From an optimization exercise on the open Yosys and OpenROAD flow, aimed at small area; shortcuts taken in it are not production practice.
In this exercise RTL edits were held to simulation tests only and were not proved equivalent to the original.
Power and IR drop assume default switching activity.

==> flow/design.v <==
`timescale 1ns / 1ps
module rampgen
  ( frequency,
    amplitude,
    M_AXIS_ACLK,
    M_AXIS_ARESETN,
    M_AXIS_TREADY,
    M_AXIS_TDATA,
    M_AXIS_TSTRB,
    M_AXIS_TLAST,
    M_AXIS_TVALID
  );
  parameter C_S_AXIS_TDATA_WIDTH = 256;
  input  [31:0] frequency;
  input  [31:0] amplitude;
  input wire  M_AXIS_ACLK;
  input wire  M_AXIS_ARESETN;
  input wire  M_AXIS_TREADY;
  output wire [C_S_AXIS_TDATA_WIDTH-1 : 0] M_AXIS_TDATA;
  output wire [(C_S_AXIS_TDATA_WIDTH/8)-1 : 0] M_AXIS_TSTRB;
  output wire  M_AXIS_TLAST;
  output reg  M_AXIS_TVALID;
  localparam SKIP = 3'd6;
  assign M_AXIS_TSTRB = {(C_S_AXIS_TDATA_WIDTH/8){1'b0}};
  assign M_AXIS_TLAST = 1'b0;
  wire clk = M_AXIS_ACLK;
  wire acc = M_AXIS_ARESETN & M_AXIS_TREADY;
  wire upd = M_AXIS_TVALID;           
  reg  [31:0] f_q;
  reg  [15:0] a_q;
  wire ev = !M_AXIS_ARESETN || (frequency != f_q) || (amplitude[15:0] != a_q);
  wire [15:0] na = ~a_q;
  reg  [27:0] q;                       
  wire [27:0] q_step = q + frequency[27:0];
  reg  [5:0] cnt;
  reg  [2:0] skip;
  reg        xfer;
  wire [5:0] cnt_n = ev ? 6'd0 : (cnt == 6'd48) ? cnt : cnt + 6'd1;
  reg  mul, stag, run, rdy, snap, ld1, dbl_on, c17, c18, c19;
  reg  [2:0] clr;                      
  reg  [2:0] clrh;                     
  reg  sel_r;                          
  reg  sel_s;                          
  reg  stag_h;                         
  wire [2:0] skip_n = ev ? 3'd0 : (cnt == 6'd31) ? SKIP :
                      (run && upd && skip != 3'd0) ? skip - 3'd1 : skip;
  wire xfer_n = ev ? 1'b0 : (cnt == 6'd31) ? 1'b1 : sel_r ? 1'b0 : xfer;
  wire live_n   = acc && (cnt_n >= 6'd32) && (skip_n == 3'd0);
  wire sel_r_n  = live_n && xfer_n && rdy;
  wire sel_s_n  = live_n && !(xfer_n && rdy);
  always @(posedge clk) begin
    cnt  <= cnt_n;
    skip <= skip_n;
    xfer <= xfer_n;
    mul   <= (cnt_n < 6'd16) || (cnt_n >= 6'd32 && cnt_n < 6'd48);
    stag  <= (cnt_n >= 6'd17) && (cnt_n <= 6'd30);
    run   <= (cnt_n >= 6'd32);
    rdy   <= (cnt_n == 6'd48);
    snap  <= (cnt_n == 6'd31);
    ld1   <= (cnt_n == 6'd16);
    dbl_on <= (cnt_n >= 6'd17) && (cnt_n <= 6'd20);
    c17   <= (cnt_n == 6'd17);
    c18   <= (cnt_n == 6'd18);
    c19   <= (cnt_n == 6'd19);
    clr[0] <= (cnt_n == 6'd28);
    clr[1] <= (cnt_n == 6'd21);
    clr[2] <= (cnt_n == 6'd16);
    clrh  <= clr;
    sel_r <= sel_r_n;
    sel_s <= sel_s_n;
    stag_h <= stag;
  end
  reg  [47:0] r;
  reg  [17:0] a3;                      
  wire [1:0]  m  = r[1:0];
  wire [17:0] ma = (m == 2'd0) ? 18'd0 : (m == 2'd1) ? {2'b00, a_q} :
                   (m == 2'd2) ? {1'b0, a_q, 1'b0} : a3;
  wire [17:0] rs = {2'b00, r[47:32]} + ma;
  wire [47:0] r_next = {2'b00, rs[17:2], rs[1:0], r[31:2]};
  reg  [31:0] d1;                      
  reg  [15:0] h1, h2, h4, hw;          
  reg  [15:0] p1, p2, p4;              
  wire [16:0] dbl_s = {hw, d1[{3'b111, ~(cnt[1:0] - 2'd1)}]};
  wire [17:0] cdb, ckm;
  wire [16:0] dbl_t;
  wire [15:0] kout;
  assign cdb[0] = 1'b1;
  assign ckm[0] = 1'b1;
  genvar i;
  generate
    for (i = 0; i < 17; i = i + 1) begin : db
      wire nai = (i < 16) ? na[i] : 1'b1;
      assign dbl_t[i] = dbl_s[i] ^ nai ^ cdb[i];
      assign cdb[i+1] = (dbl_s[i] & nai) | (cdb[i] & (dbl_s[i] ^ nai));
    end
    for (i = 0; i < 16; i = i + 1) begin : km
      assign kout[i]  = hw[i] ^ na[i] ^ ckm[i];
      assign ckm[i+1] = (hw[i] & na[i]) | (ckm[i] & (hw[i] ^ na[i]));
    end
  endgenerate
  wire [15:0] dbl   = cdb[17] ? dbl_t[15:0] : dbl_s[15:0];
  wire [31:0] bus_l = sel_r_n ? r[31:0] : sel_s_n ? {d1[27:0], 4'b0000} : stag ? d1 : 32'd0;
  wire [15:0] bh    = sel_r ? r[47:32] : sel_s ? hw : stag_h ? h1 : 16'd0;
  always @(posedge clk) begin
    M_AXIS_TVALID <= acc;
    f_q <= frequency;
    a_q <= amplitude[15:0];
    if (!M_AXIS_ARESETN)
      q <= 28'd0;
    else if (M_AXIS_TREADY)
      q <= q_step;
    a3 <= {1'b0, amplitude[15:0], 1'b0} + {2'b00, amplitude[15:0]};
    if (ev)
      r <= {16'd0, frequency};
    else if (snap)
      r <= {16'd0, q_step, 4'b0000};
    else if (mul)
      r <= r_next;
    if (ld1) begin
      d1 <= r[31:0];
      h1 <= r[47:32];
      hw <= r[47:32];
    end
    if (dbl_on)
      hw <= dbl;
    if (c17)
      h2 <= dbl;
    if (c18)
      h4 <= dbl;
    if (c17)
      p1 <= kout;
    if (c18)
      p2 <= kout;
    if (c19)
      p4 <= kout;
  end
  wire [15:0] sh [0:2];
  wire [31:0] sl [0:2];
  genvar g;
  generate
    for (g = 0; g < 3; g = g + 1) begin : st
      reg  [15:0] h;
      reg  [31:0] l;
      reg         pc;                  
      wire [32:0] ls = {1'b0, l} + {1'b0, bus_l};
      always @(posedge clk) begin
        l  <= clr[g] ? 32'd0 : ls[31:0];
        pc <= ls[32];
      end
      wire [16:0] cu, ct;
      wire [15:0] u, t;
      assign cu[0] = pc;
      assign ct[0] = 1'b1;
      for (i = 0; i < 16; i = i + 1) begin : ad
        assign u[i]    = h[i] ^ bh[i] ^ cu[i];
        assign cu[i+1] = (h[i] & bh[i]) | (cu[i] & (h[i] ^ bh[i]));
        assign t[i]    = u[i] ^ na[i] ^ ct[i];
        assign ct[i+1] = (u[i] & na[i]) | (ct[i] & (u[i] ^ na[i]));
      end
      always @(posedge clk)
        h <= clrh[g] ? 16'd0 : (cu[16] | ct[16]) ? t : u;
      assign sh[g] = h;
      assign sl[g] = l;
    end
  endgenerate
  wire [15:0] samp [0:15];
  assign samp[2]  = sh[0];
  assign samp[9]  = sh[1];
  assign samp[14] = sh[2];
  generate
    for (g = 0; g < 16; g = g + 1) begin : dl
      if (g != 2 && g != 9 && g != 14) begin : c
        localparam integer S = (g <= 4 || g == 6) ? 0 : (g <= 11 || g == 13) ? 1 : 2;
        localparam integer B = (S == 0) ? 2 : (S == 1) ? 9 : 14;
        localparam integer K = g - B;
        localparam integer KA = (K < 0) ? -K : K;
        wire [31:0] dk = (KA == 1) ? d1 : (KA == 2) ? {d1[30:0], 1'b0} : {d1[29:0], 2'b00};
        wire [15:0] hk = (KA == 1) ? h1 : (KA == 2) ? h2 : h4;
        wire [15:0] pk = (KA == 1) ? p1 : (KA == 2) ? p2 : p4;
        wire [15:0] hb = sh[S];
        wire [31:0] lb = sl[S];
        wire [32:0] cc;
        reg         cq;
        assign cc[0] = (K < 0);
        for (i = 0; i < 32; i = i + 1) begin : cy
          wire dki = (K < 0) ? ~dk[i] : dk[i];
          assign cc[i+1] = (lb[i] & dki) | (cc[i] & (lb[i] | dki));
        end
        always @(posedge clk)
          cq <= cc[32];
        wire [15:0] xa = (K < 0) ? ~hk : hk;
        wire [15:0] xb = (K < 0) ? ~pk : pk;
        wire [16:0] ca, cb;
        wire [15:0] sa, sb;
        assign ca[0] = cq;
        assign cb[0] = cq;
        for (i = 0; i < 16; i = i + 1) begin : ad
          assign sa[i]   = hb[i] ^ xa[i] ^ ca[i];
          assign ca[i+1] = (hb[i] & xa[i]) | (ca[i] & (hb[i] ^ xa[i]));
          assign sb[i]   = hb[i] ^ xb[i] ^ cb[i];
          assign cb[i+1] = (hb[i] & xb[i]) | (cb[i] & (hb[i] ^ xb[i]));
        end
        if (K > 0) begin : p
          assign samp[g] = cb[16] ? sb : sa;
        end else begin : m
          assign samp[g] = ca[16] ? sa : sb;
        end
      end
    end
  endgenerate
  generate
    for (g = 0; g < 16; g = g + 1) begin : o
      assign M_AXIS_TDATA[16*g +: 16] = {~samp[g][15], samp[g][14:2], 2'b00};
    end
  endgenerate
endmodule
Settings: LEC_CHECK=0, CAP_MARGIN=20, CORE_MARGIN=2, CORE_UTILIZATION=75, CTS_BUF_LIST=sky130_fd_sc_hd__clkbuf_2 sky130_fd_sc_hd__clkbuf_4, SLEW_MARGIN=20; clock period 10.0 ns.
standard.sh (not shown) runs the stock make flow with config.mk's settings and CLKGATE_MAP_FILE= SYNTH_SCRIPT=/design/flow/synth_recipe.tcl, a recipe that flattens the netlist after the stock synthesis.
==> flow/flow/run.sh <==
#!/bin/bash
# Own layout flow: the standard flow (standard synthesis unchanged), with
# plain minimum-size buffers on the ports and a clock tree without dummy loads.
set -euo pipefail
export BUFFER_PORTS_ARGS="-buffer_cell sky130_fd_sc_hd__buf_1"
export CTS_ARGS="-sink_clustering_enable -repair_clock_nets -dont_use_dummy_load -buf_list {sky130_fd_sc_hd__clkbuf_2 sky130_fd_sc_hd__clkbuf_4}"
bash standard.sh > standard_flow.log 2>&1
The baseline completed and failed the layout checks on setup timing.
Then changed:
==> flow/flow/run.sh (replaced) <==
#!/bin/bash
# Own layout flow: the standard flow (standard synthesis unchanged), with
# plain minimum-size buffers on the ports and a clock tree without dummy loads.
set -euo pipefail
export BUFFER_PORTS_ARGS="-buffer_cell sky130_fd_sc_hd__buf_1"
export CTS_ARGS="-sink_clustering_enable -repair_clock_nets -dont_use_dummy_load -buf_list {sky130_fd_sc_hd__clkbuf_4 sky130_fd_sc_hd__clkbuf_8}"
bash standard.sh > standard_flow.log 2>&1
Settings changed: CORE_UTILIZATION 75 to 60, CTS_BUF_LIST sky130_fd_sc_hd__clkbuf_2 sky130_fd_sc_hd__clkbuf_4 to sky130_fd_sc_hd__clkbuf_4 sky130_fd_sc_hd__clkbuf_8.
=> This time the run finished with timing, DRC and antenna clean; hold slack barely changes; power falls by about 13%; synthesized area does not change; final area is lower by 0.69%; count of clock-buffer cells in the layout went down by 48.

-- separate check: timing with driven ports --
The results above use ideal ports. As a check the final layouts listed here were re-extracted and re-timed, cells and wires unchanged.
Step 1 sets driving cells, clkbuf_16 on the clock port and buf_2 on the other inputs (assumed; they add their load-dependent delay and slew).
Step 2 also shifts input and output timing later by t, the mid clock arrival at the registers, as if the neighbouring blocks saw the same clock.
Three values: ideal, step 1, step 2; two values: the first two.
run | t, ns | slack for setup (ns) | worst setup path after step 2 | worst data-port slew with drivers (ns)
the first run | 1.043 | -0.402 / -0.464 / 0.579 | register to output | 0.07
the second run | 0.740 | 0.207 / 0.144 / 0.598 | register to register | 0.07
